This is an optimization exercise on Yosys and OpenROAD, whose aim is small area, not a production implementation.
The RTL was checked by simulation tests, not by an equivalence proof against the original design.
Power is estimated from default activity; no workload was simulated.

`config.mk`:
```
export PLATFORM = sky130hd
export DESIGN_NAME = conv
export DESIGN_NICKNAME = conv
export VERILOG_FILES = /design/flow/design.v
export SDC_FILE = /design/flow/constraint.sdc
export NUM_CORES = 4
export LEC_CHECK = 0
export CAP_MARGIN = 20
export CORE_MARGIN = 2
export CORE_UTILIZATION = 40
export CTS_BUF_LIST = sky130_fd_sc_hd__clkbuf_8
export SLEW_MARGIN = 20
```
`constraint.sdc`:
```
create_clock -name core_clock -period 10.0 [get_ports {Aclk}]
set_input_delay 2.0000 -clock core_clock [delete_from_list [all_inputs] [get_ports {Aclk}]]
set_output_delay 2.0000 -clock core_clock [all_outputs]
set_load 0.01 [all_outputs]
```
`design.v`:
```
`timescale 1ns/100ps
module conv(
           input Aclk,
           input rst,
           input [7:0] Xin,
           input [7:0] Kin,
           output [7:0] Rout,
           output result_done
       );
reg [3:0] cnt;           
always @(posedge Aclk)
    if (rst) cnt <= 4'd0;
    else if (cnt != 4'd15) cnt <= cnt + 4'd1;
assign result_done = cnt[3] & (cnt[2] | cnt[1]);    
reg [7:0] kr0, kr1, kr2, kr3;
wire [7:0] kin_m = (cnt[3:2] == 2'b00) ? Kin : kr3;
always @(posedge Aclk) begin
    kr0 <= kin_m; kr1 <= kr0; kr2 <= kr1; kr3 <= kr2;
end
reg [7:0] d1, d2;
always @(posedge Aclk) begin
    d1 <= Xin; d2 <= d1;
end
reg xs_in, xs_d1, xs_d2, ys_in, ys_d1, ys_d2;
always @(*) begin
    xs_in = (cnt == 4'd3) | (cnt == 4'd4);
    xs_d2 = (cnt == 4'd5) | (cnt == 4'd6);
    xs_d1 = (cnt == 4'd1) | (cnt == 4'd2) | (cnt == 4'd7) | (cnt == 4'd8);
    ys_in = (cnt == 4'd4) | (cnt == 4'd5);
    ys_d2 = (cnt == 4'd6) | (cnt == 4'd7);
    ys_d1 = (cnt == 4'd2) | (cnt == 4'd3) | (cnt == 4'd8) | (cnt == 4'd9);
end
wire [7:0] px = ({8{xs_in}} & Xin) | ({8{xs_d1}} & d1) | ({8{xs_d2}} & d2);
wire [7:0] py = ({8{ys_in}} & Xin) | ({8{ys_d1}} & d1) | ({8{ys_d2}} & d2);
wire clrx = (cnt == 4'd1) | (cnt == 4'd5);
wire accx_on = (cnt == 4'd2) | (cnt == 4'd3) | (cnt == 4'd4) |
               (cnt == 4'd6) | (cnt == 4'd7) | (cnt == 4'd8);
wire hx_on = cnt[3] & cnt[0];                  
wire hy_on = cnt[3] & ~cnt[0] & (cnt[2] | cnt[1]);   
wire clry = (cnt == 4'd2) | (cnt == 4'd6);
reg [7:0] accx, accy, hx, hy;
wire [7:0] nx, ny;
wire [7:0] ax = ({8{accx_on}} & accx) | ({8{hx_on}} & hx) | ({8{hy_on}} & hy);
mac8 mx(.p(px), .k(kr0), .a(ax), .y(nx));
mac8 my(.p(py), .k(kr1), .a(clry ? 8'd0 : accy), .y(ny));
always @(posedge Aclk) begin
    accx <= nx;
    accy <= ny;
    if (~cnt[1] & cnt[0]) hx <= accx;    
    if (cnt[1] & ~cnt[0]) hy <= accy;    
end
assign Rout = {8{result_done}} & accx;
endmodule
module mac8(input [7:0] p, input [7:0] k, input [7:0] a, output [7:0] y);
wire pp00 = p[0] & k[0];
wire pp01 = p[0] & k[1];
wire pp02 = p[0] & k[2];
wire pp03 = p[0] & k[3];
wire pp04 = p[0] & k[4];
wire pp05 = p[0] & k[5];
wire pp06 = p[0] & k[6];
wire pp07 = p[0] & k[7];
wire pp10 = p[1] & k[0];
wire pp11 = p[1] & k[1];
wire pp12 = p[1] & k[2];
wire pp13 = p[1] & k[3];
wire pp14 = p[1] & k[4];
wire pp15 = p[1] & k[5];
wire pp16 = p[1] & k[6];
wire pp20 = p[2] & k[0];
wire pp21 = p[2] & k[1];
wire pp22 = p[2] & k[2];
wire pp23 = p[2] & k[3];
wire pp24 = p[2] & k[4];
wire pp25 = p[2] & k[5];
wire pp30 = p[3] & k[0];
wire pp31 = p[3] & k[1];
wire pp32 = p[3] & k[2];
wire pp33 = p[3] & k[3];
wire pp34 = p[3] & k[4];
wire pp40 = p[4] & k[0];
wire pp41 = p[4] & k[1];
wire pp42 = p[4] & k[2];
wire pp43 = p[4] & k[3];
wire pp50 = p[5] & k[0];
wire pp51 = p[5] & k[1];
wire pp52 = p[5] & k[2];
wire pp60 = p[6] & k[0];
wire pp61 = p[6] & k[1];
wire pp70 = p[7] & k[0];
wire t1 = a[0] ^ pp00;
wire t2 = a[0] & pp00;
assign y[0] = t1;
wire t3 = a[1] ^ pp01 ^ pp10;
wire t4 = (a[1] & pp01) | (pp10 & (a[1] ^ pp01));
wire t5 = t2 ^ t3;
wire t6 = t2 & t3;
assign y[1] = t5;
wire t7 = a[2] ^ pp02 ^ pp11;
wire t8 = (a[2] & pp02) | (pp11 & (a[2] ^ pp02));
wire t9 = pp20 ^ t4 ^ t6;
wire t10 = (pp20 & t4) | (t6 & (pp20 ^ t4));
wire t11 = t7 ^ t9;
wire t12 = t7 & t9;
assign y[2] = t11;
wire t13 = a[3] ^ pp03 ^ pp12;
wire t14 = (a[3] & pp03) | (pp12 & (a[3] ^ pp03));
wire t15 = pp21 ^ pp30 ^ t8;
wire t16 = (pp21 & pp30) | (t8 & (pp21 ^ pp30));
wire t17 = t10 ^ t12 ^ t13;
wire t18 = (t10 & t12) | (t13 & (t10 ^ t12));
wire t19 = t15 ^ t17;
wire t20 = t15 & t17;
assign y[3] = t19;
wire t21 = a[4] ^ pp04 ^ pp13;
wire t22 = (a[4] & pp04) | (pp13 & (a[4] ^ pp04));
wire t23 = pp22 ^ pp31 ^ pp40;
wire t24 = (pp22 & pp31) | (pp40 & (pp22 ^ pp31));
wire t25 = t14 ^ t16 ^ t18;
wire t26 = (t14 & t16) | (t18 & (t14 ^ t16));
wire t27 = t20 ^ t21 ^ t23;
wire t28 = (t20 & t21) | (t23 & (t20 ^ t21));
wire t29 = t25 ^ t27;
wire t30 = t25 & t27;
assign y[4] = t29;
wire t31 = a[5] ^ pp05 ^ pp14;
wire t32 = (a[5] & pp05) | (pp14 & (a[5] ^ pp05));
wire t33 = pp23 ^ pp32 ^ pp41;
wire t34 = (pp23 & pp32) | (pp41 & (pp23 ^ pp32));
wire t35 = pp50 ^ t22 ^ t24;
wire t36 = (pp50 & t22) | (t24 & (pp50 ^ t22));
wire t37 = t26 ^ t28 ^ t30;
wire t38 = (t26 & t28) | (t30 & (t26 ^ t28));
wire t39 = t31 ^ t33 ^ t35;
wire t40 = (t31 & t33) | (t35 & (t31 ^ t33));
wire t41 = t37 ^ t39;
wire t42 = t37 & t39;
assign y[5] = t41;
wire t43 = a[6] ^ pp06 ^ pp15;
wire t44 = (a[6] & pp06) | (pp15 & (a[6] ^ pp06));
wire t45 = pp24 ^ pp33 ^ pp42;
wire t46 = (pp24 & pp33) | (pp42 & (pp24 ^ pp33));
wire t47 = pp51 ^ pp60 ^ t32;
wire t48 = (pp51 & pp60) | (t32 & (pp51 ^ pp60));
wire t49 = t34 ^ t36 ^ t38;
wire t50 = (t34 & t36) | (t38 & (t34 ^ t36));
wire t51 = t40 ^ t42 ^ t43;
wire t52 = (t40 & t42) | (t43 & (t40 ^ t42));
wire t53 = t45 ^ t47 ^ t49;
wire t54 = (t45 & t47) | (t49 & (t45 ^ t47));
wire t55 = t51 ^ t53;
wire t56 = t51 & t53;
assign y[6] = t55;
assign y[7] = a[7] ^ pp07 ^ pp16 ^ pp25 ^ pp34 ^ pp43 ^ pp52 ^ pp61 ^ pp70 ^ t44 ^ t46 ^ t48 ^ t50 ^ t52 ^ t54 ^ t56;
endmodule
```
`run.sh`:
```
#!/bin/bash
# synth_recipe.tcl (not shown) runs the flow's synth.tcl, then flattens the netlist and writes it again
# the make line also repeats each setting of config.mk as NAME=value (left out here)
make -C /OpenROAD-flow-scripts/flow DESIGN_CONFIG=/design/flow/config.mk WORK_HOME=/design/flow/orfs CLKGATE_MAP_FILE= SYNTH_SCRIPT=/design/flow/synth_recipe.tcl finish
```
==> notes.md, run 1 <==
status timing/DRC/antenna clean; Setup TNS Final 0 ns; Slew @ Worst Pin about 0.8 ns; slowest CP cell fa_1; Max FO, Critical Path 7; Syn Area/Cell approximately 11 µm²; Slew Limit Headroom about 46%; Post CTS Setup Buffer Count 0; Worst Path Required about 10 ns; #FFs+latches synth 84; FFs w/ async S/R, synth 0%; Min Clock Period, post-route around 8.6 ns; critical hold path startpoint kr2[4]$_DFF_P_; First-pass DRT Iterations 6; Max Slew Vio Count 0; first-iteration detailed-routing DRC count 170; CTS tree built; largest net degree at the start of global routing 22; Worst-Skew Late Latency approximately 0.37 ns; Arr. time, crit path 8.88 ns; die outline width roughly 110 µm; Max clock buf depth 2; final setup vio count 0; first-pass GRT wire length around 16 mm; count leader, synth dfxtp_1; VDD IR max 0.104 mV; crit-path max cell delay between 0.5 and 0.6 ns; Worst setup EP type flip-flop; Vias/cell around 5.2; Post-Syn Area about 4600 µm²; detailed-route DRC error count 0; top post-synthesis cells by count 68 x dfxtp_1, 58 x nand2_1, 45 x inv_1; hold-fix buffers at CTS 0; fillcell total approximately 1000; clk root buf clkbuf_8; CORE AREA 11400 µm²; Post-synth EDFFs 16; FP Rows 39; Avg WL per Cell 17.0 µm; Starting Density a little over 40%; Leakage roughly 2 nW; Inst Count DP ~560; drt total wl around 10 mm; main area contributors after synthesis dfxtp_1 29%, fa_1 18%, edfxtp_1 10%, ha_1 4.9%, nand2_1 4.7%; CP Launch Point Xin[1]; Ant. Diodes 0; class of the worst hold path reg2reg; clock sink count 84; Syn Inst Count between 400 and 500; Ys Warns 1; Post-DRT Antenna Nets 0; critical path startpoint category input port; RePlAce Congestion between 0.8 and 0.9; non-filler instance count after layout between 500 and 600; P per Cell Area approximately 200 nW/µm²; Die Ht roughly 110 µm; antenna violations before repair 0; vias in the first global route about 3100; IO Count 27; RSZ-0062 raised after global routing false; crit share post-route between 80% and 90%; Post-CTS Resized 0; remaining global-route overflow 0; GRT Total Usage 17.3%; ratio of cells with drive above 1 in the final layout under 10%; post-synthesis sequential area ratio 39.8%; commonest register cell after synthesis dfxtp_1; TritonCTS buffer count 9; dpl hpwl roughly 7.6 mm; f_max around 120 MHz; Max Cap Viol 0; nets@finish 509; Area Overhead vs Synth 13.0%; Port-buffer cells 26; Reg clk slew, reported paths approximately 0.090 ns; critical path type in2reg; final hold vios 0; Syn Nets just under 500; Total Die Area around 12000 µm²; Worst path most repeated cell inv_1; Yosys top cell area share between 20% and 30%; H-tree depth 3; Final Util a little under half; r2r startpoint cnt[0]$_SDFFE_PP0P_; DR vias ~3000; area leader, netlist dfxtp_1; total power approximately 1.0 mW; final clock skew around 0.014 ns; synth unique cells 50
==> cell usage in the layout, fill, tap and decap left out, types with 4 or more instances in the layout <==
master / Yosys / routed
dfxtp_1: 68 / 68
nand2b_1: 4 / 4
nand2_1: 58 / 58
a221o_1: 9 / 9
xnor3_1: 6 / 6
xnor2_1: 16 / 16
nor3b_1: 14 / 14
mux2_2: 8 / 8
inv_1: 45 / 45
fa_1: 42 / 42
edfxtp_1: 16 / 16
clkdlybuf4s50_1: 0 / 26
clkbuf_8: 0 / 9
a222oi_1: 8 / 8
and2_1: 28 / 28
nor2_1: 10 / 10
ha_1: 18 / 18
==> logic make-up (layout without fill, tap and decap cells) <==
| kind of cell | Yosys count | in the layout | synth area share [%] |
|---|---|---|---|
| muxes | 10 | 10 | 2.46 |
| adders and majority gates | 60 | 60 | 23.0 |
| DFF | 84 | 84 | 39.8 |
| and+or+nand+nor | 125 | 125 | 13.9 |
| buffers and inverters | 55 | 87 | 5.03 |
| xor gates and xnor gates | 25 | 25 | 6.51 |
| AOI/OAI and AO/OA | 45 | 45 | 9.27 |
==> report_power, final <==
part | switching (mW) | internal, mW | leakage [nW]
clock network | 0.134 | 0.144 | 0.114
registers | 0.0456 | 0.415 | 0.723
logic | 0.152 | 0.152 | 1.20
total | 0.332 | 0.711 | 2.04
==> worst paths after layout <==
kind	to	slack, ns	cells after the start
min reg2reg	kr3[4]$_DFF_P_	0.33	0
max reg2reg	accx[7]$_DFF_P_	1.78	33
min	kr3[4]$_DFF_P_	0.33	0
max	accx[7]$_DFF_P_	1.36	30
==> metal layers <==
metal	track usage, %	vias to the layer above	share of wire [%]	wire [µm]
met5	0	-	0	0
met4	7.16	0	3.5	350
met3	4.35	35	5.3	518
met2	27.7	100	47	4620
met1	22.5	1456	44	4370
li1	-	1403	-	-
==> flip-flops by register name (all words and copies together) (netlist names) <==
register and count:
accy 8, kr1 8, kr2 8, hx 8, hy 8, cnt 4
kr3 8, accx 8, kr0 8, d2 8, d1 8
==> critical path, delay by kind of cell <==
| family | cells | cell delay [ns] |
|---|---|---|
| XOR/XNOR | 6 | 1.19 |
| AO/OA/AOI/OAI | 1 | 0.36 |
| adder cells (fa/ha/maj) | 12 | 4.12 |
| buffers and inverters | 10 | 1.05 |
| AND/OR/NAND/NOR | 1 | 0.14 |
==> metrics by stage <==
step                      hold WS (ns)  worst slack [ns]  area [µm²]
after floorplan                  0.310              1.98        4630
after global placement           0.310              1.09        5000
after detailed placement         0.312              1.05        5000
after CTS                        0.328              1.35        5230
after global routing             0.338              1.01        5230
final                            0.331              1.36        5230
==> area by class of cell <==
type | instances | area [µm²] | share of cell area (%)
Multi-Input combinational cell | 265 | 2550 | 48.9
Sequential cell | 84 | 1840 | 35.2
Timing Repair Buffer | 26 | 260 | 4.98
Tap cell | 143 | 179 | 3.42
Inverter | 45 | 169 | 3.23
Clock buffer | 9 | 124 | 2.37
Clock inverter | 7 | 101 | 1.94
==> inputs of run 2 (changes only) <==
==> flow/run.sh (new file) <==
#!/bin/bash
# Standard layout, but the port buffers are the smallest buffer cell.
set -euo pipefail
export BUFFER_PORTS_ARGS="-buffer_cell sky130_fd_sc_hd__buf_1"
bash standard.sh > standard.log 2>&1
==> standard.sh (new file) <==
#!/bin/bash
# synth_recipe.tcl (not shown) runs the flow's synth.tcl, then flattens the netlist and writes it again
# the make line also repeats each setting of config.mk as NAME=value (left out here)
make -C /OpenROAD-flow-scripts/flow DESIGN_CONFIG=/design/flow/config.mk WORK_HOME=/design/flow/orfs CLKGATE_MAP_FILE= SYNTH_SCRIPT=/design/flow/synth_recipe.tcl "${@:-finish}"
removed: run.sh
==> run 2 against run 1 <==
Power decreased by 4.8%. Die area stayed put. Sequential power hardly changed. Maximum frequency up 4.9%. Sequential cell count stayed put. Core utilization shrank 1.7 points. Still clean on timing, DRC and antenna. Area after synthesis unchanged. Cell count increased by 0.17%.
==> notes.md, run 2 <==
Total Die Area 12500 µm² (unchanged); pre-CTS WS 1.39 ns (+0.340 ns); main combinational cell family by area after synthesis adder cells; area leader, netlist dfxtp_1; Post-synth EDFFs 16 (unchanged); most frequent cells in the layout 68 x dfxtp_1, 58 x nand2_1, 47 x inv_1; nets@finish 510 (+0.20%); crit share post-route 82.3% (-4.0 points); synth unique cells 50 (unchanged); area share of fa/ha/maj cells after synthesis 23.0% (unchanged); vias in the first global route 3113 (+0.32%); first-iteration detailed-routing DRC count 179 (+5.3%); mux share of post-synthesis cell area 2.46% (unchanged); commonest register cell after synthesis dfxtp_1; P per Cell Area 197 nW/µm² (-1.1%); count leader, synth dfxtp_1; Syn Nets 482 (unchanged); FP Rows 39 (unchanged); Vias/cell 5.11 (-1.2%); final hold vios 0 (unchanged); Post CTS Setup Buffer Count 0 (unchanged); Post-Syn Area 4630 µm² (unchanged); Post-Synth XOR/XNOR Area 6.51% (unchanged); f_max 122 MHz (+4.9%); Port-buffer cells 26 (unchanged); CTS tree built; RePlAce Congestion 0.833 (-3.2%); Worst Path Required 10.24 ns (about the same); FFs w/ async S/R, synth 0% (unchanged); Ant. Diodes 0 (unchanged); ratio of cells with drive above 1 in the final layout 9.38% (-0.022 points); dpl cell area 4850 µm² (-3.1%); remaining global-route overflow 0 (unchanged); Area Overhead vs Synth 8.76%; Yosys top cell area share 29.4% (unchanged); most common cell after layout, fill and taps aside dfxtp_1; clock sink count 84 (unchanged); GRT Total Usage 17.2% (-0.064 points); RSZ-0062 raised after global routing false; Final Worst Setup Slack 1.77 ns (+0.405 ns); Avg WL per Cell 17.2 µm (+0.75%); status timing/DRC/antenna clean; Max clock buf depth 2 (unchanged); Setup TNS Final 0 ns (unchanged); Max FO, Critical Path 14 (+7); clk root buf clkbuf_8; CORE AREA 11400 µm² (unchanged); antenna violations before repair 0 (unchanged); final hold slack 0.328 ns (-0.00255 ns); critical path type reg2reg; Starting Density 40.7% (unchanged); Worst setup EP type flip-flop; First-pass DRT Iterations 5 (-1); Ys Warns 1 (unchanged); Min Clock Period, post-route 8.23 ns (-0.405 ns); post-synthesis sequential area ratio 39.8% (unchanged); Max Slew Vio Count 0 (unchanged); Post-DRT Antenna Nets 0 (unchanged); DR vias 2962 (-1.1%); final clock skew 0.0148 ns (+0.000630 ns); main area contributors after synthesis dfxtp_1 29%, fa_1 18%, edfxtp_1 10%, ha_1 4.9%, nand2_1 4.7%; Inst Count DP 564 (+0.18%); post-synthesis simple-gate area fraction 13.9% (unchanged); Syn Inst Count 404 (unchanged); Final Util 44.3% (-1.7 points); Leakage 1.97 nW (-3.4%); dpl hpwl 7.69 mm (+1.5%); Max Cap Viol 0 (unchanged); largest net degree at the start of global routing 22 (unchanged); first-pass GRT wire length 16.5 mm (+0.33%); Worst path most repeated cell inv_1; drt total wl 9.95 mm (+0.92%); Slew Limit Headroom 45.0% (-0.60 points); crit-path max cell delay 0.62 ns (+0.05 ns); TritonCTS buffer count 9 (unchanged); Arr. time, crit path 8.47 ns (-0.41 ns); Compound-Gate Fraction of Synth Area 9.27% (unchanged); Reg clk slew, reported paths 0.09 ns (about the same); Syn Area/Cell 11.5 µm² (unchanged); VDD IR max 0.0847 mV (-19%); hold-fix buffers at CTS 0 (unchanged); Die Ht 112 µm (unchanged); total power 0.994 mW (-4.8%); #FFs+latches synth 84 (unchanged); non-filler instance count after layout 580 (+0.17%); class of the worst hold path reg2reg; detailed-route DRC error count 0 (unchanged); Worst-Skew Late Latency 0.36 ns (about the same); critical path startpoint category flip-flop; fillcell total 1082 (+3.5%); R2R setup slack 1.77 ns (about the same); Post-CTS Resized 0 (unchanged); die outline width 112 µm (unchanged); IO Count 27 (unchanged); final setup vio count 0 (unchanged); slowest CP cell ha_1; H-tree depth 3 (unchanged); cell area after layout 5030 µm² (-3.7%); Slew @ Worst Pin 0.822 ns (+0.00710 ns); top post-synthesis cells by count 68 x dfxtp_1, 58 x nand2_1, 45 x inv_1
run 2: where the power goes:
group | internal [mW] | switching, mW
Combinational | 0.147 | 0.153
Clock | 0.113 | 0.122
Sequential | 0.415 | 0.0440
run 2: routing by layer:
layer | wire (µm) | GRT usage, % | vias to the layer above
li1 | - | - | 1397
met1 | 4580 | 23.1 | 1488
met2 | 4820 | 28.1 | 64
met3 | 356 | 3.43 | 13
met4 | 198 | 5.76 | 0
met5 | 0 | 0 | -
run 2: area by class of cell:
cell class / instances / area [µm²] / share of cell area (%)
multi-input cells: 265 / 2550 / 50.7
flip-flops and latches: 84 / 1840 / 36.6
well taps: 143 / 179 / 3.55
clock inverters: 7 / 61.3 / 1.22
repair buffers: 27 / 105 / 2.09
clock buffers: 9 / 124 / 2.46
inverters: 45 / 169 / 3.35
run 2: logic make-up after synthesis:
kind of cell / after synthesis
AOI/OAI and AO/OA: 45
xor gates and xnor gates: 25
adders and majority gates: 60
buffers and inverters: 55
DFF: 84
muxes: 10
and+or+nand+nor: 125
run 2: final timing paths:
path                       start              end  depth (start not counted)
min reg2reg       kr2[5]$_DFF_P_   kr3[5]$_DFF_P_                          0
min               kr2[5]$_DFF_P_   kr3[5]$_DFF_P_                          0
max reg2reg  cnt[0]$_SDFFE_PP0P_  accx[7]$_DFF_P_                         33
max          cnt[0]$_SDFFE_PP0P_  accx[7]$_DFF_P_                         33
run 2: critical path, delay by kind of cell (launching register included):
kind                       cells  cell delay, ns
DFF                            1            0.41
xor gates and xnor gates       6            1.21
buffers and inverters         10            0.66
AOI/OAI and AO/OA              2            0.82
and+or+nand+nor                2            0.33
adders and majority gates     13            4.69
==> inputs of run 3 (changes only) <==
--- a/config.mk
+++ b/config.mk
@@ -7,6 +7,7 @@
 export LEC_CHECK = 0
 export CAP_MARGIN = 20
 export CORE_MARGIN = 2
-export CORE_UTILIZATION = 40
+export CORE_UTILIZATION = 70
 export CTS_BUF_LIST = sky130_fd_sc_hd__clkbuf_8
+export CTS_CLUSTER_SIZE = 20
 export SLEW_MARGIN = 20
==> run 3 against run 2 <==
Still clean. Power grew 2.1%. Wire length shrank 2.6%. Sequential share of layout area grew 0.55 points. Critical path type is now in2reg.
==> notes.md, run 3 <==
RePlAce Congestion 0.872 (+4.7%); critical path startpoint category input port; crit-path max cell delay 0.52 ns (-0.10 ns); switching share of power 34.4% (+2.3 points); Total Die Area 7280 µm² (-42%); first-pass GRT wire length 15.8 mm (-4.3%); Max Cap Viol 0 (unchanged); top post-synthesis cells by count 68 x dfxtp_1, 58 x nand2_1, 45 x inv_1; Max FO, Critical Path 8 (-6); Ys Warns 1 (unchanged); Port-buffer cells 26 (unchanged); commonest register cell after synthesis dfxtp_1; clock sink count 84 (unchanged); final setup vio count 0 (unchanged); status timing/DRC/antenna clean; hold-fix buffers at CTS 0 (unchanged); Seq pwr share 45.4% (-0.8 points); r2r startpoint cnt[0]$_SDFFE_PP0P_; R2R depth 33 (unchanged); FP Rows 29 (-26%); vias in the first global route 3113 (unchanged); f_max 120 MHz (-0.98%); crit share post-route 83.1% (+0.81 points); Post-synth EDFFs 16 (unchanged); Worst setup EP type flip-flop; clk root buf clkbuf_8; RSZ-0062 raised after global routing false; GRT Total Usage 29.2% (+12 points); Vias/cell 5.90 (+16%); synth unique cells 50 (unchanged); Avg WL per Cell 18.9 µm (+10%); most frequent cells in the layout 68 x dfxtp_1, 58 x nand2_1, 45 x inv_1; #FFs+latches synth 84 (unchanged); dpl hpwl 7.14 mm (-7.1%); Internal 0.666 mW (-1.4%); Worst setup endpoint accx[7]$_DFF_P_; largest net degree at the start of global routing 22 (unchanged); DR vias 3026 (+2.2%); ratio of cells with drive above 1 in the final layout 9.63% (+0.25 points); FFs w/ async S/R, synth 0% (unchanged); remaining global-route overflow 0 (unchanged); P per Cell Area 205 nW/µm² (+3.6%); Die Ht 85.3 µm (-24%); Max clock buf depth 2 (unchanged); Leakage 1.96 nW (-0.40%); CTS tree built; Reg-to-Reg End accx[7]$_DFF_P_; Comb pwr share 30.7% (+0.5 points); Worst Path Required 10.24 ns (about the same); CP Launch Point Xin[0]; switching power 0.349 mW (+9.4%); final clock skew 0.0179 ns (+0.00313 ns); Clk pwr share 23.9% (+0.3 points); Worst path most repeated cell inv_1; Post CTS Setup Buffer Count 0 (unchanged); Post-DRT Antenna Nets 0 (unchanged); detailed-route DRC error count 0 (unchanged); Setup TNS Final 0 ns (unchanged); Yosys top cell area share 29.4% (unchanged); antenna violations before repair 0 (unchanged); drt total wl 9.69 mm (-2.6%); Min Clock Period, post-route 8.31 ns (+0.0813 ns); Area Overhead vs Synth 7.14%; Reg clk slew, reported paths 0.10 ns (about the same); R2R setup slack 1.78 ns (about the same); CORE AREA 6390 µm² (-44%); H-tree depth 3 (unchanged); Post-CTS Resized 0 (unchanged); First-pass DRT Iterations 5 (unchanged); most common cell after layout, fill and taps aside dfxtp_1; slowest CP cell fa_1; VDD IR max 0.171 mV (+100%); Slew @ Worst Pin 0.744 ns (-0.0787 ns); Ant. Diodes 0 (unchanged); TritonCTS buffer count 9 (unchanged); Max Slew Vio Count 0 (unchanged); Syn Nets 482 (unchanged); die outline width 85.3 µm (-24%); Starting Density 72.5% (+32 points); IO Count 27 (unchanged); Arr. time, crit path 8.56 ns (+0.09 ns); Post-Syn Area 4630 µm² (unchanged); count leader, synth dfxtp_1; Syn Area/Cell 11.5 µm² (unchanged); critical path type in2reg; class of the worst hold path reg2reg; final hold vios 0 (unchanged); Slew Limit Headroom 50.2% (+5.3 points); area leader, netlist dfxtp_1; first-iteration detailed-routing DRC count 182 (+1.7%); total power 1.01 mW (+2.1%); main area contributors after synthesis dfxtp_1 29%, fa_1 18%, edfxtp_1 10%, ha_1 4.9%, nand2_1 4.7%; nets@finish 509 (-0.20%); Worst-Skew Late Latency 0.37 ns (about the same); post-synthesis sequential area ratio 39.8% (unchanged); Syn Inst Count 404 (unchanged)
-- run 3: cell counts after synthesis --
Identical to the previous run, type by type.
-- run 3: worst min-delay path by stage --
| stage | startpoint | to | slack [ns] | cells past startpoint |
|---|---|---|---|---|
| after floorplan | kr2[0]$_DFF_P_ | kr3[0]$_DFF_P_ | 0.31 | 0 |
| after global placement | kr2[0]$_DFF_P_ | kr3[0]$_DFF_P_ | 0.31 | 0 |
| after detailed placement | kr2[4]$_DFF_P_ | kr3[4]$_DFF_P_ | 0.31 | 0 |
| after CTS | kr2[3]$_DFF_P_ | kr3[3]$_DFF_P_ | 0.33 | 0 |
| after global routing | kr2[4]$_DFF_P_ | kr3[4]$_DFF_P_ | 0.34 | 0 |
| final | kr2[3]$_DFF_P_ | kr3[3]$_DFF_P_ | 0.33 | 0 |
-- run 3: metal layers --
layer | vias to the layer above | wire length (µm) | GRT usage (%)
met5 | - | 0 | 0
met4 | 0 | 213 | 11.5
met3 | 18 | 561 | 5.35
met2 | 115 | 4780 | 47.2
met1 | 1490 | 4140 | 39.6
li1 | 1403 | - | -
-- run 3: worst max-delay path: cells and delay by family --
kind                       cells  cell delay [ns]
and+or+nand+nor                1             0.14
xor gates and xnor gates       6             1.22
adders and majority gates     12             4.02
buffers and inverters         10             0.68
AOI/OAI and AO/OA              1             0.47
-- run 3: power by group through the flow --
stage                     registers [mW]  logic (mW)  clock network (mW)
after floorplan                    0.443       0.247                   0
after global placement             0.465       0.296                   0
after detailed placement           0.466       0.307                   0
after CTS                          0.460       0.315               0.245
after global routing               0.465       0.357               0.257
final                              0.461       0.311               0.242
-- run 3: area by class of cell --
class | count | area, µm²
Clock buffer | 9 | 124
Fill cell | 426 | 1430
Clock inverter | 7 | 76.3
Sequential cell | 84 | 1840
Timing Repair Buffer | 26 | 97.6
Tap cell | 77 | 96.3
Inverter | 45 | 169
Multi-Input combinational cell | 265 | 2550
-- run 3: stage by stage --
| stage | area [µm²] | util, % | setup slack, ns | std cells | hold slack, ns |
|---|---|---|---|---|---|
| floorplan | 4630 | - | 1.98 | 404 | 0.310 |
| global placement | 4760 | 74.5 | 1.52 | 497 | 0.310 |
| detailed placement | 4760 | 74.5 | 1.40 | 497 | 0.313 |
| CTS | 4960 | 77.7 | 1.67 | 513 | 0.332 |
| global route | 4960 | 77.7 | 1.25 | 513 | 0.341 |
| finish | 4960 | 77.7 | 1.69 | 513 | 0.330 |
-- run 3: kinds of logic (layout without fill, tap and decap cells) --
family / count (synthesis) / after routing / share of synthesized area (%)
AO/OA/AOI/OAI: 45 / 45 / 9.27
XOR/XNOR: 25 / 25 / 6.51
adder cells (fa/ha/maj): 60 / 60 / 23.0
buffers and inverters: 55 / 87 / 5.03
flip-flops: 84 / 84 / 39.8
multiplexers: 10 / 10 / 2.46
AND/OR/NAND/NOR: 125 / 125 / 13.9
==> inputs of run 4 (changes only) <==
==> flow/run.sh (replaced) <==
#!/bin/bash
# Standard layout with the smallest port buffers and a leaner clock tree.
set -euo pipefail
export BUFFER_PORTS_ARGS="-buffer_cell sky130_fd_sc_hd__buf_1"
export CTS_ARGS="-sink_clustering_enable -repair_clock_nets -buf_list sky130_fd_sc_hd__clkbuf_8 -root_buf sky130_fd_sc_hd__clkbuf_8 -sink_clustering_size 16 -dont_use_dummy_load"
bash standard.sh > standard.log 2>&1
--- a/config.mk
+++ b/config.mk
@@ -7,7 +7,6 @@
 export LEC_CHECK = 0
 export CAP_MARGIN = 20
 export CORE_MARGIN = 2
-export CORE_UTILIZATION = 70
+export CORE_UTILIZATION = 40
 export CTS_BUF_LIST = sky130_fd_sc_hd__clkbuf_8
-export CTS_CLUSTER_SIZE = 20
 export SLEW_MARGIN = 20
==> run 4 against run 3 <==
Still clean. Setup slack gained 0.068 ns. Worst hold slack lost 0.0029 ns. Wire length up 2.6%. Die area grew 71%. Design area rose by 0.28%. Power fell by 6.4%. Global-route usage shrank 12 points. Sequential cell count stayed put. Cell count is 12% higher. Sequential power is essentially flat. Largest cell class unchanged. Largest power group unchanged. Highest routed layer unchanged.
==> notes.md, run 4 <==
count leader, synth dfxtp_1; cell area after layout 4970 µm² (+0.28%); Yosys top cell area share 29.4% (unchanged); Vias/cell 5.07 (-14%); Post-DRT Antenna Nets 0 (unchanged); largest net degree at the start of global routing 22 (unchanged); critical path type in2reg; Post-synth EDFFs 16 (unchanged); Max Slew Vio Count 0 (unchanged); detailed-route DRC error count 0 (unchanged); First-pass DRT Iterations 7 (+2); Reg clk slew, reported paths 0.07 ns (-0.03 ns); Arr. time, crit path 8.48 ns (-0.08 ns); critical path startpoint category input port; status timing/DRC/antenna clean; dpl cell area 4850 µm² (+1.9%); final clock skew 0.0190 ns (+0.00108 ns); Worst-Skew Late Latency 0.36 ns (about the same); area leader, netlist dfxtp_1; Worst setup EP type flip-flop; VDD IR max 0.0836 mV (-51%); CTS tree built; Max FO, Critical Path 8 (unchanged); clk root buf clkbuf_8; first-pass GRT wire length 16.4 mm (+4.0%); die outline width 112 µm (+31%); Port-buffer cells 26 (unchanged); GRT Total Usage 17.3% (-12 points); FP Rows 39 (+34%); class of the worst hold path reg2reg; P per Cell Area 191 nW/µm² (-6.7%); #FFs+latches synth 84 (unchanged); post-synthesis sequential area ratio 39.8% (unchanged); Slew Limit Headroom 43.8% (-6.5 points); clock sink count 84 (unchanged); main area contributors after synthesis dfxtp_1 29%, fa_1 18%, edfxtp_1 10%, ha_1 4.9%, nand2_1 4.7%; DR vias 2903 (-4.1%); Worst Path Required 10.24 ns (about the same); dpl hpwl 7.69 mm (+7.7%); hold-fix buffers at CTS 0 (unchanged); Setup TNS Final 0 ns (unchanged); top post-synthesis cells by count 68 x dfxtp_1, 58 x nand2_1, 45 x inv_1; Leakage 1.93 nW (-1.7%); Max Cap Viol 0 (unchanged); TritonCTS buffer count 9 (unchanged); Syn Nets 482 (unchanged); Min Clock Period, post-route 8.24 ns (-0.0676 ns); crit share post-route 82.4% (-0.68 points); Area Overhead vs Synth 7.43%; RePlAce Congestion 0.833 (-4.5%); remaining global-route overflow 0 (unchanged); Die Ht 112 µm (+31%); vias in the first global route 3084 (-0.93%); f_max 121 MHz (+0.82%); Starting Density 40.7% (-32 points); Max clock buf depth 2 (unchanged); synth unique cells 50 (unchanged); CORE AREA 11400 µm² (+78%); ratio of cells with drive above 1 in the final layout 8.37% (-1.3 points); Slew @ Worst Pin 0.841 ns (+0.0969 ns); RSZ-0062 raised after global routing false; Post-CTS Resized 0 (unchanged); first-iteration detailed-routing DRC count 192 (+5.5%); antenna violations before repair 0 (unchanged); top sig layer met4; Ys Warns 1 (unchanged); Syn Area/Cell 11.5 µm² (unchanged); met2 wire len 4.76 mm (-0.44%); H-tree depth 3 (unchanged); final hold vios 0 (unchanged); most common cell after layout, fill and taps aside dfxtp_1; FFs w/ async S/R, synth 0% (unchanged); Post CTS Setup Buffer Count 0 (unchanged); metal3 WL 303 µm (-46%); Ant. Diodes 0 (unchanged); most frequent cells in the layout 68 x dfxtp_1, 58 x nand2_1, 45 x inv_1; total power 0.949 mW (-6.4%); crit-path max cell delay 0.50 ns (-0.02 ns); R2R setup slack 1.77 ns (about the same); final setup vio count 0 (unchanged); nets@finish 510 (+0.20%); final hold slack 0.327 ns (-0.00288 ns); slowest CP cell fa_1; IO Count 27 (unchanged); drt total wl 9.94 mm (+2.6%); Syn Inst Count 404 (unchanged); Worst path most repeated cell inv_1; commonest register cell after synthesis dfxtp_1; Total Die Area 12500 µm² (+71%); Avg WL per Cell 17.4 µm (-8.1%); met1 WL 4.62 mm (+12%); Post-Syn Area 4630 µm² (unchanged)
run 4: cell counts after synthesis:
No cell type changed its count.
run 4: layout make-up:
class / count / area [µm²]
well taps: 143 / 179
clock buffers: 9 / 124
fillers: 1085 / 6400
inverters: 45 / 169
multi-input cells: 265 / 2550
flip-flops and latches: 84 / 1840
repair buffers: 27 / 105
run 4: metrics by stage:
| step | worst slack (ns) | instances | util [%] |
|---|---|---|---|
| 6_report | 1.76 | 573 | 43.7 |
| 5_1_grt | 1.24 | 573 | 43.7 |
| 4_1_cts | 1.71 | 573 | 43.7 |
| 3_5_place_dp | 1.39 | 564 | 42.7 |
| 3_3_place_gp | 1.46 | 564 | 42.7 |
| 2_1_floorplan | 1.98 | 404 | - |
run 4: worst paths after layout:
check,end,cells past startpoint,start
setup / recovery,accx[7]$_DFF_P_,30,Xin[0]
hold / removal,kr3[4]$_DFF_P_,0,kr2[4]$_DFF_P_
setup reg to reg,accx[7]$_DFF_P_,33,cnt[0]$_SDFFE_PP0P_
hold reg to reg,kr3[4]$_DFF_P_,0,kr2[4]$_DFF_P_
run 4: report_power, final:
group,total (mW),switching [mW],internal [mW]
sequential,0.459,0.0438,0.415
clock,0.189,0.108,0.0806
combinational,0.301,0.154,0.148
run 4: cell families after synthesis:
logic type / synth area share (%)
XOR/XNOR: 6.51
multiplexers: 2.46
adder cells (fa/ha/maj): 23.0
AND/OR/NAND/NOR: 13.9
buffers and inverters: 5.03
AO/OA/AOI/OAI: 9.27
flip-flops: 39.8
run 4: per-layer routing:
metal  up-vias  global-route usage, %
li1       1392                      -
met1      1441                   23.2
met4         0                   6.91
met2        52                   27.6
met5         -                      0
met3        18                   3.43
run 4: critical path, delay by kind of cell:
family	cells	cell delay (ns)
XOR/XNOR	6	1.21
buffers and inverters	10	0.61
AND/OR/NAND/NOR	1	0.17
AO/OA/AOI/OAI	1	0.49
adder cells (fa/ha/maj)	12	3.98
==> inputs of run 5 (changes only) <==
==> flow/run.sh (replaced) <==
#!/bin/bash
# Standard layout with the smallest port buffers and a leaner clock tree.
set -euo pipefail
export BUFFER_PORTS_ARGS="-buffer_cell sky130_fd_sc_hd__buf_1"
export CTS_ARGS="-sink_clustering_enable -repair_clock_nets -buf_list sky130_fd_sc_hd__clkbuf_8 -root_buf sky130_fd_sc_hd__clkbuf_8 -sink_clustering_size 12 -dont_use_dummy_load"
bash standard.sh > standard.log 2>&1
==> run 5 against run 4 <==
Still clean. Sequential share of layout area did not move. Core utilization did not move. Clock skew did not move. Design area did not move. Non-clock buffer count did not move. Die area did not move. Sequential power barely moved.
==> notes.md, run 5 <==
status timing/DRC/antenna clean; Syn Nets 482 (unchanged); commonest register cell after synthesis dfxtp_1; first-iteration detailed-routing DRC count 192 (unchanged); Vias/cell 5.07 (unchanged); GRT met3 Usage 3.43% (unchanged); vias in the first global route 3084 (unchanged); hold-fix buffers at CTS 0 (unchanged); H-tree depth 3 (unchanged); Arr. time, crit path 8.48 ns (about the same); worst hold path cell count 0 (unchanged); ratio of cells with drive above 1 in the final layout 8.37% (unchanged); IO Count 27 (unchanged); Worst setup EP type flip-flop; Setup TNS Final 0 ns (unchanged); detailed-route DRC error count 0 (unchanged); first-pass GRT wire length 16.4 mm (unchanged); Max clock buf depth 2 (unchanged); Syn Inst Count 404 (unchanged); count leader, synth dfxtp_1; Ant. Diodes 0 (unchanged); CTS tree built; Worst-Skew Late Latency 0.36 ns (about the same); Starting Density 40.7% (unchanged); crit share post-route 82.4% (unchanged); most common cell after layout, fill and taps aside dfxtp_1; post-synthesis sequential area ratio 39.8% (unchanged); TritonCTS buffer count 9 (unchanged); R2R setup slack 1.77 ns (about the same); DR vias 2903 (unchanged); remaining global-route overflow 0 (unchanged); Max Slew Vio Count 0 (unchanged); Post CTS Setup Buffer Count 0 (unchanged); Area Overhead vs Synth 7.43% (unchanged); largest net degree at the start of global routing 22 (unchanged); main area contributors after synthesis dfxtp_1 29%, fa_1 18%, edfxtp_1 10%, ha_1 4.9%, nand2_1 4.7%; M2 GR Usage 27.6% (unchanged); final clock skew 0.0190 ns (unchanged); r2r startpoint cnt[0]$_SDFFE_PP0P_; #FFs+latches synth 84 (unchanged); die outline width 112 µm (unchanged); drt total wl 9.94 mm (unchanged); RePlAce Congestion 0.833 (unchanged); most frequent cells in the layout 68 x dfxtp_1, 58 x nand2_1, 45 x inv_1; Worst Path Required 10.24 ns (about the same); nets@finish 510 (unchanged); final hold slack 0.327 ns (unchanged); GRT Total Usage 17.3% (unchanged); final setup vio count 0 (unchanged); Yosys top cell area share 29.4% (unchanged); critical path startpoint category input port; CORE AREA 11400 µm² (unchanged); critical path type in2reg; Post-Syn Area 4630 µm² (unchanged); Leakage 1.93 nW (unchanged); RSZ-0062 raised after global routing false; VDD IR max 0.0836 mV (unchanged); Avg WL per Cell 17.4 µm (unchanged); Port-buffer cells 26 (unchanged); top post-synthesis cells by count 68 x dfxtp_1, 58 x nand2_1, 45 x inv_1; First-pass DRT Iterations 7 (unchanged); GRT Max-Usage Layer met2; clk root buf clkbuf_8; P per Cell Area 191 nW/µm² (unchanged); Worst path most repeated cell inv_1; WHS Endpoint kr3[4]$_DFF_P_; Max FO, Critical Path 8 (unchanged); Post-DRT Antenna Nets 0 (unchanged); Syn Area/Cell 11.5 µm² (unchanged); crit-path max cell delay 0.50 ns (about the same); Reg clk slew, reported paths 0.07 ns (about the same); Total Die Area 12500 µm² (unchanged); Post-synth EDFFs 16 (unchanged); Min Clock Period, post-route 8.24 ns (unchanged); FP Rows 39 (unchanged); Slew @ Worst Pin 0.841 ns (unchanged); synth unique cells 50 (unchanged); Die Ht 112 µm (unchanged); Max Cap Viol 0 (unchanged); final hold vios 0 (unchanged); Post-CTS Resized 0 (unchanged); slowest CP cell fa_1; GR Util met1 23.2% (unchanged); Ys Warns 1 (unchanged); clock sink count 84 (unchanged); class of the worst hold path reg2reg; Slew Limit Headroom 43.8% (unchanged); FFs w/ async S/R, synth 0% (unchanged); critical hold path startpoint kr2[4]$_DFF_P_; antenna violations before repair 0 (unchanged); area leader, netlist dfxtp_1; f_max 121 MHz (unchanged); dpl hpwl 7.69 mm (unchanged); Reg-to-Reg End accx[7]$_DFF_P_; R2R depth 33 (unchanged)
## run 5: cell counts after synthesis
Identical to the previous run, type by type.
## run 5: cell type report
cell class,count,area (µm²)
fill,1085,6400
clock buffer,9,124
multi-input combinational,265,2550
timing repair buffer,27,105
tap,143,179
inverter,45,169
sequential,84,1840
## run 5: logic make-up (layout without fill, tap and decap cells)
| group | after synthesis | in the layout | synth area share (%) |
|---|---|---|---|
| buf+inv | 55 | 81 | 5.03 |
| mux | 10 | 10 | 2.46 |
| xor+xnor | 25 | 25 | 6.51 |
| simple gates | 125 | 125 | 13.9 |
| flops | 84 | 84 | 39.8 |
| compound gates | 45 | 45 | 9.27 |
| fa+ha+maj | 60 | 60 | 23.0 |
## run 5: worst max path at each step
| stage | from | to | slack, ns |
|---|---|---|---|
| after floorplan | Xin[0] | accx[7]$_DFF_P_ | 1.98 |
| after global placement | Xin[1] | accx[7]$_DFF_P_ | 1.46 |
| after detailed placement | Xin[0] | accx[7]$_DFF_P_ | 1.39 |
| after CTS | cnt[0]$_SDFFE_PP0P_ | accx[7]$_DFF_P_ | 1.71 |
| after global routing | cnt[2]$_SDFFE_PP0P_ | accx[7]$_DFF_P_ | 1.24 |
| final | Xin[0] | accx[7]$_DFF_P_ | 1.76 |
## run 5: stage by stage
step	utilization, %	area [µm²]	total power [mW]	cells	setup slack [ns]
3_3_place_gp	42.7	4850	0.760	564	1.46
6_report	43.7	4970	0.949	573	1.76
4_1_cts	43.7	4970	0.960	573	1.71
5_1_grt	43.7	4970	1.02	573	1.24
2_1_floorplan	-	4630	0.690	404	1.98
3_5_place_dp	42.7	4850	0.768	564	1.39
## run 5: per-layer routing
| metal | part of all wire (%) | vias to the layer above | wire length (µm) |
|---|---|---|---|
| met2 | 48 | 52 | 4760 |
| met1 | 46 | 1441 | 4620 |
| li1 | - | 1392 | - |
| met5 | 0 | - | 0 |
| met4 | 2.6 | 0 | 261 |
| met3 | 3.0 | 18 | 303 |
## run 5: critical path, delay by kind of cell
kind | cells | cell delay, ns
simple gates | 1 | 0.17
buf+inv | 10 | 0.61
fa+ha+maj | 12 | 3.98
xor+xnor | 6 | 1.21
compound gates | 1 | 0.49
## run 5: report_power, final
part / switching [mW] / internal, mW
Combinational: 0.154 / 0.148
Sequential: 0.0438 / 0.415
Clock: 0.108 / 0.0806
Total: 0.306 / 0.643
==> inputs of run 6 (changes only) <==
==> flow/run.sh (replaced) <==
#!/bin/bash
# The standard layout (standard.sh) with these changes:
#  - synthesis skips the quick ABC pass inside Yosys's fine stage, so that
#    extract_fa sees the adder trees as written, and maps the rest with
#    flow/area.script (see flow/mysynth.tcl); the registers are unchanged;
#  - port buffers are the smallest buffer cell;
#  - the clock tree uses clkbuf_8 leaves, a clkbuf_8 root and no dummy loads.
set -euo pipefail
export OWN_WORK="$PWD"
export OWN_ABC_SCRIPT="$PWD/flow/area.script"
export SYNTH_ARGS="-noabc"
export BUFFER_PORTS_ARGS="-buffer_cell sky130_fd_sc_hd__buf_1"
export CTS_ARGS="-sink_clustering_enable -repair_clock_nets -buf_list sky130_fd_sc_hd__clkbuf_8 -root_buf sky130_fd_sc_hd__clkbuf_8 -dont_use_dummy_load"
sed "s|SYNTH_SCRIPT=[^ ]*|SYNTH_SCRIPT=$PWD/flow/mysynth.tcl|" standard.sh > own_standard.sh
grep -q "SYNTH_SCRIPT=$PWD/flow/mysynth.tcl" own_standard.sh
bash own_standard.sh > standard.log 2>&1
==> flow/area.script (new file) <==
&get -n
&st
&dch
&nf -R 1000
&put
topo
dnsize -c
==> flow/mysynth.tcl (new file) <==
# The standard flow's synthesis script (synth_recipe.tcl), with ABC's final mapping run
# from flow/area.script: area-recovering mapping without the speed script's
# buffering and upsizing (the clock period leaves ample slack).
proc abc {args} {
  set i [lsearch -exact $args -script]
  if { $i >= 0 } { lset args [expr {$i + 1}] $::env(OWN_ABC_SCRIPT) }
  yosys abc {*}$args
}
source $::env(OWN_WORK)/synth_recipe.tcl
--- a/config.mk
+++ b/config.mk
@@ -7,6 +7,5 @@
 export LEC_CHECK = 0
 export CAP_MARGIN = 20
 export CORE_MARGIN = 2
-export CORE_UTILIZATION = 40
-export CTS_BUF_LIST = sky130_fd_sc_hd__clkbuf_8
+export CORE_UTILIZATION = 70
 export SLEW_MARGIN = 20
==> run 6 against run 5 <==
Synthesized cell count down 7.2%. Highest routed layer unchanged. Critical path depth is 8 lower. Maximum frequency up 6.5%. Largest power group unchanged. Global-route usage up 14 points. Die area fell by 45%. First-iteration DRC count is 5.2% higher.
==> notes.md, run 6 <==
Final Util 78.3% (+35 points); final clock skew 0.0266 ns (+0.00761 ns); Worst Path Required 10.27 ns (+0.03 ns); first-iteration detailed-routing DRC count 202 (+5.2%); status timing/DRC/antenna clean; Total Die Area 6850 µm² (-45%); CORE AREA 5960 µm² (-48%); Syn Nets 456 (-5.4%); Yosys top cell area share 31.3% (+1.9 points); Worst setup EP type flip-flop; FFs w/ async S/R, synth 0% (unchanged); Post-CTS Resized 0 (unchanged); clock sink count 84 (unchanged); Post CTS Setup Buffer Count 0 (unchanged); dpl hpwl 7.23 mm (-6.0%); #FFs+latches synth 84 (unchanged); Slew Limit Headroom 29.0% (-15 points); Min Clock Period, post-route 7.74 ns (-0.501 ns); dpl cell area 4540 µm² (-6.4%); VDD IR max 0.152 mV (+82%); largest net degree at the start of global routing 17 (-23%); cell area after layout 4660 µm² (-6.3%); R2R depth 22 (-33%); Area Overhead vs Synth 7.26%; Port-buffer cells 26 (unchanged); Max Cap Viol 0 (unchanged); Syn Inst Count 375 (-7.2%); commonest register cell after synthesis dfxtp_1; TritonCTS buffer count 9 (unchanged); Final Worst Setup Slack 2.26 ns (+0.501 ns); crit share post-route 77.4% (-5.0 points); hold-fix buffers at CTS 0 (unchanged); Ys Warns 1 (unchanged); Clk pwr share 19.7% (-0.2 points); pre-CTS WS 2.13 ns (+0.733 ns); FP Rows 28 (-28%); Post-DRT Antenna Nets 0 (unchanged); final setup vio count 0 (unchanged); First-pass DRT Iterations 4 (-3); RSZ-0062 raised after global routing false; DR vias 2758 (-5.0%); R2R setup slack 2.26 ns (+0.49 ns); drt total wl 9.45 mm (-5.0%); ratio of cells with drive above 1 in the final layout 2.20% (-6.2 points); Max Slew Vio Count 0 (unchanged); detailed-route DRC error count 0 (unchanged); top post-synthesis cells by count 72 x and2_0, 68 x dfxtp_1, 68 x nand2_1; final hold vios 0 (unchanged); nets@finish 493 (-3.3%); count leader, synth and2_0; main area contributors after synthesis dfxtp_1 31%, fa_1 19%, edfxtp_1 11%, and2_0 10%, ha_1 6.0%; Vias/cell 5.69 (+12%); WHS Endpoint kr3[0]$_DFF_P_; Comb pwr share 30.7% (-1.0 points); Reg-to-Reg End accy[7]$_DFF_P_; critical path type reg2reg; CTS tree built; total power 0.928 mW (-2.3%); Syn Area/Cell 11.6 µm² (+1.1%); worst hold path cell count 0 (unchanged); Post-Syn Area 4350 µm² (-6.1%); critical hold path startpoint kr2[0]$_DFF_P_; Slew @ Worst Pin 1.06 ns (+0.221 ns); P per Cell Area 199 nW/µm² (+4.3%); Starting Density 73.0% (+32 points); synth unique cells 22 (-56%); Arr. time, crit path 8.01 ns (-0.47 ns); post-synthesis sequential area ratio 42.4% (+2.6 points); Max clock buf depth 2 (unchanged); RePlAce Congestion 0.882 (+5.9%); Leakage 2.00 nW (+3.5%); critical path startpoint category flip-flop; Avg WL per Cell 19.5 µm (+12%); first-pass GRT wire length 14.9 mm (-9.3%); clk root buf clkbuf_8; Worst-Skew Late Latency 0.35 ns (about the same); Seq pwr share 49.6% (+1.3 points); Max FO, Critical Path 14 (+6); switching share of power 32.0% (-0.25 points); f_max 129 MHz (+6.5%); Ant. Diodes 0 (unchanged); class of the worst hold path reg2reg; most common cell after layout, fill and taps aside and2_0; Setup TNS Final 0 ns (unchanged); most frequent cells in the layout 72 x and2_0, 68 x nand2_1, 68 x dfxtp_1; Post-synth EDFFs 16 (unchanged); Die Ht 82.8 µm (-26%); GRT Total Usage 31.2% (+14 points); H-tree depth 3 (unchanged); switching power 0.297 mW (-3.0%); IO Count 27 (unchanged); Internal 0.631 mW (-1.9%); area leader, netlist dfxtp_1; die outline width 82.8 µm (-26%); remaining global-route overflow 0 (unchanged); Reg clk slew, reported paths 0.09 ns (+0.02 ns); vias in the first global route 2863 (-7.2%); r2r startpoint cnt[3]$_SDFFE_PP0P_; antenna violations before repair 0 (unchanged)
run 6: cells by family (layout without fill, tap and decap cells):
kind of cell	count (synthesis)	count (layout)	synth area share, %
buf+inv	2	37	0.173
mux	8	8	2.07
flops	84	84	42.4
fa+ha+maj	63	63	25.4
compound gates	32	32	5.50
simple gates	153	153	17.8
xor+xnor	33	33	6.65
run 6: worst max path at each step:
| stage | startpoint | to | slack [ns] | cells past startpoint |
|---|---|---|---|---|
| 5_1_grt | cnt[3]$_SDFFE_PP0P_ | accy[7]$_DFF_P_ | 1.88 | 22 |
| 3_3_place_gp | Xin[1] | accy[7]$_DFF_P_ | 2.27 | 20 |
| 4_1_cts | cnt[3]$_SDFFE_PP0P_ | accy[7]$_DFF_P_ | 2.30 | 22 |
| 6_report | cnt[3]$_SDFFE_PP0P_ | accy[7]$_DFF_P_ | 2.26 | 22 |
| 2_1_floorplan | Xin[1] | accy[7]$_DFF_P_ | 2.56 | 19 |
| 3_5_place_dp | Xin[0] | accy[7]$_DFF_P_ | 2.13 | 20 |
run 6: power groups by stage:
stage | combinational (mW) | clock, mW | sequential (mW)
after detailed placement | 0.279 | 0 | 0.467
final | 0.285 | 0.183 | 0.460
after global routing | 0.320 | 0.198 | 0.466
after CTS | 0.285 | 0.186 | 0.460
after floorplan | 0.216 | 0 | 0.446
after global placement | 0.272 | 0 | 0.463
run 6: worst max-delay path, cell delays in order, from the launching register on:
cell	delay (ns)
dfxtp_1	0.49
nor2_1	0.89
o21ai_0	0.28
nand3_1	0.44
nand2_1	0.10
nand2_1	0.19
and2_0	0.19
fa_1	0.43
ha_1	0.23
fa_1	0.48
ha_1	0.23
fa_1	0.46
ha_1	0.24
fa_1	0.45
ha_1	0.23
fa_1	0.45
fa_1	0.52
fa_1	0.49
ha_1	0.23
xnor2_1	0.19
xnor2_1	0.17
xnor2_1	0.16
xnor2_1	0.13
run 6: cell type report:
type	instances	area (µm²)
timing repair buffer	26	97.6
clock buffer	9	124
fill	420	1290
multi-input combinational	289	2500
sequential	84	1840
tap	75	93.8
inverter	2	7.51
run 6: metal layers:
layer	track usage (%)	up-vias	part of all wire, %
met5	0	-	0
met2	52.7	76	49
li1	-	1313	-
met3	7.68	13	4.6
met1	39.7	1356	44
met4	10.0	0	2.2
run 6: per-stage QoR:
step / hold slack (ns) / cells
after detailed placement: 0.313 / 476
final: 0.311 / 485
after CTS: 0.312 / 485
after floorplan: 0.310 / 375
after global placement: 0.311 / 476
after global routing: 0.323 / 485
==> inputs of run 7 (changes only) <==
--- a/design.v
+++ b/design.v
@@ -8,9 +8,10 @@
            output result_done
        );
 reg [3:0] cnt;           
+wire [3:0] nxt = cnt + 4'd1;
 always @(posedge Aclk)
     if (rst) cnt <= 4'd0;
-    else if (cnt != 4'd15) cnt <= cnt + 4'd1;
+    else if (~(cnt[3] & cnt[2])) cnt <= nxt;
 assign result_done = cnt[3] & (cnt[2] | cnt[1]);    
 reg [7:0] kr0, kr1, kr2, kr3;
 wire [7:0] kin_m = (cnt[3:2] == 2'b00) ? Kin : kr3;
@@ -21,23 +22,20 @@
 always @(posedge Aclk) begin
     d1 <= Xin; d2 <= d1;
 end
-reg xs_in, xs_d1, xs_d2, ys_in, ys_d1, ys_d2;
-always @(*) begin
-    xs_in = (cnt == 4'd3) | (cnt == 4'd4);
-    xs_d2 = (cnt == 4'd5) | (cnt == 4'd6);
-    xs_d1 = (cnt == 4'd1) | (cnt == 4'd2) | (cnt == 4'd7) | (cnt == 4'd8);
-    ys_in = (cnt == 4'd4) | (cnt == 4'd5);
-    ys_d2 = (cnt == 4'd6) | (cnt == 4'd7);
-    ys_d1 = (cnt == 4'd2) | (cnt == 4'd3) | (cnt == 4'd8) | (cnt == 4'd9);
-end
+wire xon = ~(nxt[3] & (nxt[2] | nxt[1]));         
+wire xs_in = xon & nxt[2] & ~nxt[1];
+wire xs_d2 = xon & nxt[2] & nxt[1];
+wire xs_d1 = xon & ~nxt[2];
+wire ys_in = cnt[2] & ~cnt[1];
+wire ys_d2 = cnt[2] & cnt[1];
+wire ys_d1 = ~cnt[2];
 wire [7:0] px = ({8{xs_in}} & Xin) | ({8{xs_d1}} & d1) | ({8{xs_d2}} & d2);
 wire [7:0] py = ({8{ys_in}} & Xin) | ({8{ys_d1}} & d1) | ({8{ys_d2}} & d2);
-wire clrx = (cnt == 4'd1) | (cnt == 4'd5);
-wire accx_on = (cnt == 4'd2) | (cnt == 4'd3) | (cnt == 4'd4) |
-               (cnt == 4'd6) | (cnt == 4'd7) | (cnt == 4'd8);
-wire hx_on = cnt[3] & cnt[0];                  
-wire hy_on = cnt[3] & ~cnt[0] & (cnt[2] | cnt[1]);   
-wire clry = (cnt == 4'd2) | (cnt == 4'd6);
+wire clrx = ~cnt[3] & ~cnt[1] & cnt[0];                    
+wire hx_on = cnt[3] & cnt[0];                              
+wire hy_on = cnt[3] & ~cnt[0] & (cnt[2] | cnt[1]);         
+wire accx_on = ~clrx & ~hx_on & ~hy_on;
+wire clry = cnt[1] & ~cnt[0];                              
 reg [7:0] accx, accy, hx, hy;
 wire [7:0] nx, ny;
 wire [7:0] ax = ({8{accx_on}} & accx) | ({8{hx_on}} & hx) | ({8{hy_on}} & hy);
@@ -47,7 +45,7 @@
     accx <= nx;
     accy <= ny;
     if (~cnt[1] & cnt[0]) hx <= accx;    
-    if (cnt[1] & ~cnt[0]) hy <= accy;    
+    if (clry) hy <= accy;                
 end
 assign Rout = {8{result_done}} & accx;
 endmodule
==> run 7 against run 6 <==
Critical path depth is 3 higher. Combinational power is 140% higher. First-iteration DRC count decreased by 17%. Register-to-register slack lost 0.18 ns. Wire length fell by 9.7%. Synthesized cell count down 3.5%. Non-clock buffer count did not move. Area after synthesis down 2.2%. Sequential share of layout area increased by 0.83 points. Clock-buffer cell count did not move. Critical path type unchanged. Critical endpoint is now accx[7]$_DFF_P_. Largest cell class unchanged.
==> notes.md, run 7 <==
final hold slack 0.309 ns (-0.00206 ns); Ys Warns 1 (unchanged); detailed-route DRC error count 0 (unchanged); Die Ht 81.9 µm (-1.1%); nets@finish 476 (-3.4%); drt total wl 8.53 mm (-9.7%); most frequent cells in the layout 68 x dfxtp_1, 57 x and2_0, 45 x nand2_1; TritonCTS buffer count 9 (unchanged); CTS tree built; final hold vios 0 (unchanged); DR vias 2629 (-4.7%); synth unique cells 20 (-9.1%); post-synthesis sequential area ratio 43.3% (+0.96 points); RePlAce Congestion 0.932 (+5.7%); area share of fa/ha/maj cells after synthesis 24.8% (-0.60 points); crit share post-route 79.2% (+1.8 points); Syn Area/Cell 11.7 µm² (+1.3%); Final Worst Setup Slack 2.08 ns (-0.177 ns); Avg WL per Cell 18.1 µm (-7.2%); most common cell after layout, fill and taps aside dfxtp_1; main combinational cell family by area after synthesis adder cells; Seq pwr share 35.8% (-14 points); class of the worst hold path reg2reg; Inst Count DP 463 (-2.7%); Post-synth EDFFs 16 (unchanged); VDD IR max 0.279 mV (+83%); Yosys top cell area share 32.0% (+0.71 points); switching power 0.470 mW (+58%); H-tree depth 3 (unchanged); Reg clk slew, reported paths 0.08 ns (about the same); Post-Syn Area 4250 µm² (-2.2%); Internal 0.857 mW (+36%); status timing/DRC/antenna clean; pre-CTS WS 1.93 ns (-0.195 ns); Clk pwr share 13.6% (-6.1 points); Area Overhead vs Synth 7.42%; Syn Inst Count 362 (-3.5%); die outline width 81.9 µm (-1.1%); critical path type reg2reg; total power 1.33 mW (+43%); Starting Density 72.2% (-0.77 points); antenna violations before repair 0 (unchanged); area leader, netlist dfxtp_1; crit-path max cell delay 0.57 ns (-0.32 ns); dpl hpwl 6.69 mm (-7.5%); vias in the first global route 2743 (-4.2%); Ant. Diodes 0 (unchanged); Post CTS Setup Buffer Count 0 (unchanged); fillcell total 399 (-5.0%); Worst-Skew Late Latency 0.35 ns (about the same); #FFs+latches synth 84 (unchanged); switching share of power 35.4% (+3.4 points); Post-DRT Antenna Nets 0 (unchanged); Min Clock Period, post-route 7.92 ns (+0.177 ns); critical path startpoint category flip-flop; Slew Limit Headroom 29.6% (+0.56 points); count leader, synth dfxtp_1; RSZ-0062 raised after global routing false; f_max 126 MHz (-2.2%); ratio of cells with drive above 1 in the final layout 2.27% (+0.072 points); Slew @ Worst Pin 1.05 ns (-0.0155 ns); main area contributors after synthesis dfxtp_1 32%, fa_1 20%, edfxtp_1 11%, and2_0 8.4%, xnor2_1 5.2%; Port-buffer cells 26 (unchanged); Arr. time, crit path 8.18 ns (+0.17 ns); Setup TNS Final 0 ns (unchanged); final setup vio count 0 (unchanged); First-pass DRT Iterations 4 (unchanged); first-iteration detailed-routing DRC count 167 (-17%); post-synthesis simple-gate area fraction 16.0% (-1.9 points); Vias/cell 5.57 (-2.1%); Max FO, Critical Path 13 (-1); clk root buf clkbuf_8; Comb pwr share 50.6% (+20 points); largest net degree at the start of global routing 17 (unchanged); CP top delay family adder cells; CP bufs+invs 1 (+1); Max Slew Vio Count 0 (unchanged); FP Rows 28 (unchanged); top post-synthesis cells by count 68 x dfxtp_1, 57 x and2_0, 45 x nand2_1; GRT Total Usage 29.0% (-2.2 points); non-filler instance count after layout 472 (-2.7%); P per Cell Area 291 nW/µm² (+46%); remaining global-route overflow 0 (unchanged); Max Cap Viol 0 (unchanged); FFs w/ async S/R, synth 0% (unchanged); mux share of post-synthesis cell area 2.12% (+0.047 points); Post-Synth XOR/XNOR Area 6.80% (+0.15 points); Leakage 1.85 nW (-7.2%); Total Die Area 6710 µm² (-2.1%); slowest CP cell dfxtp_1; first-pass GRT wire length 13.8 mm (-7.5%); Worst path most repeated cell fa_1; Post-CTS Resized 0 (unchanged); Syn Nets 439 (-3.7%); Max clock buf depth 2 (unchanged); Worst setup EP type flip-flop; CORE AREA 5890 µm² (-1.2%); Worst Path Required 10.26 ns (about the same); hold-fix buffers at CTS 0 (unchanged); clock sink count 84 (unchanged); commonest register cell after synthesis dfxtp_1; final clock skew 0.0317 ns (+0.00509 ns); Compound-Gate Fraction of Synth Area 6.01% (+0.51 points); IO Count 27 (unchanged)
## run 7: changes by cell type after synthesis, sizes merged, moves of 5 or more
cell	before	now
and2	72	57
clkinv	2	11
nand2	68	45
nor2b	3	17
a32oi	7	0
o21ai	3	8
a22oi	14	21
nor2	4	9
## run 7: path summary, 6_finish.rpt
| path | start | end | slack [ns] | cells past startpoint |
|---|---|---|---|---|
| hold / removal | kr2[7]$_DFF_P_ | kr3[7]$_DFF_P_ | 0.31 | 0 |
| setup / recovery | cnt[2]$_SDFFE_PP0N_ | accx[7]$_DFF_P_ | 2.08 | 25 |
| setup reg to reg | cnt[2]$_SDFFE_PP0N_ | accx[7]$_DFF_P_ | 2.08 | 25 |
| hold reg to reg | kr2[7]$_DFF_P_ | kr3[7]$_DFF_P_ | 0.31 | 0 |
## run 7: final cells by class
| cell class | instances | area (µm²) | area share (%) |
|---|---|---|---|
| inverters | 11 | 41.3 | 0.905 |
| multi-input cells | 267 | 2370 | 51.8 |
| clock buffers | 9 | 124 | 2.71 |
| well taps | 75 | 93.8 | 2.06 |
| flip-flops and latches | 84 | 1840 | 40.4 |
| repair buffers | 26 | 97.6 | 2.14 |
## run 7: logic make-up after synthesis
kind of cell	count (synthesis)
simple gates	130
fa+ha+maj	59
mux	8
compound gates	37
buf+inv	11
flops	84
xor+xnor	33
## run 7: power by group through the flow
stage / clock [mW] / combinational, mW / sequential, mW
global placement: 0 / 0.634 / 0.480
CTS: 0.186 / 0.675 / 0.476
finish: 0.180 / 0.671 / 0.476
detailed placement: 0 / 0.667 / 0.483
floorplan: 0 / 0.533 / 0.465
global route: 0.196 / 0.752 / 0.483
## run 7: per-stage QoR
stage          util [%]  area (µm²)
3_5_place_dp       75.4        4440
5_1_grt            77.6        4560
3_3_place_gp       75.4        4440
4_1_cts            77.6        4560
2_1_floorplan         -        4250
6_report           77.6        4560
## run 7: worst register-to-register path: stages, from the launching register on
cell	delay [ns]
dfxtp_1	0.57
clkinv_1	0.21
nor2_1	0.48
nand2_1	0.13
xor2_1	0.26
nand2_1	0.09
nor2_1	0.41
a22oi_1	0.18
nand2_1	0.22
and2_0	0.20
fa_1	0.43
ha_1	0.23
fa_1	0.48
ha_1	0.22
fa_1	0.46
ha_1	0.23
fa_1	0.44
ha_1	0.23
fa_1	0.45
fa_1	0.52
fa_1	0.51
ha_1	0.23
xor2_1	0.17
xnor2_1	0.18
xnor2_1	0.16
xnor2_1	0.13
## run 7: per-layer routing
layer  track usage, %  vias up  part of all wire, %
met2             49.3       79                   50
met3             6.92       15                  4.6
met1             36.4     1279                   44
met5                0        -                    0
met4             10.2        0                  1.9
li1                 -     1256                    -

==> afterwards: timing with drivers on the ports <==
In the flow no input, the clock included, has a driving cell. The finished layouts below were timed again as built, in two steps. Step 1: set_driving_cell puts a clkbuf_16 on Aclk and a buf_2 on each other input, an assumption about the parent block. Step 2 adds t to the input delays and takes it off the output delays; t is the mean of the earliest and latest rising clock arrival at the registers after step 1. Input paths then give back, and output paths get back, about the clock's delay inside the block. Three values: ideal ports, drivers, drivers and shift; two values: the first two.
run | t (ns) | slack for setup (ns) | worst setup path after step 2
run 1 | 0.396 | 1.365 / 1.378 / 0.982 | input to register
run 2 | 0.385 | 1.770 / 1.770 / 1.399 | input to register
run 3 | 0.391 | 1.688 / 1.700 / 1.309 | input to register
run 4 | 0.381 | 1.756 / 1.769 / 1.389 | input to register
run 5 | 0.381 | 1.756 / 1.769 / 1.389 | input to register
run 6 | 0.368 | 2.257 / 2.257 / 2.066 | input to register
run 7 | 0.362 | 2.079 / 2.079 / 1.934 | input to register
After both steps every run listed still meets setup and hold. The setup slack of run 1, which loses most, moves by +0.013 ns with the drivers and by -0.383 ns with both steps.
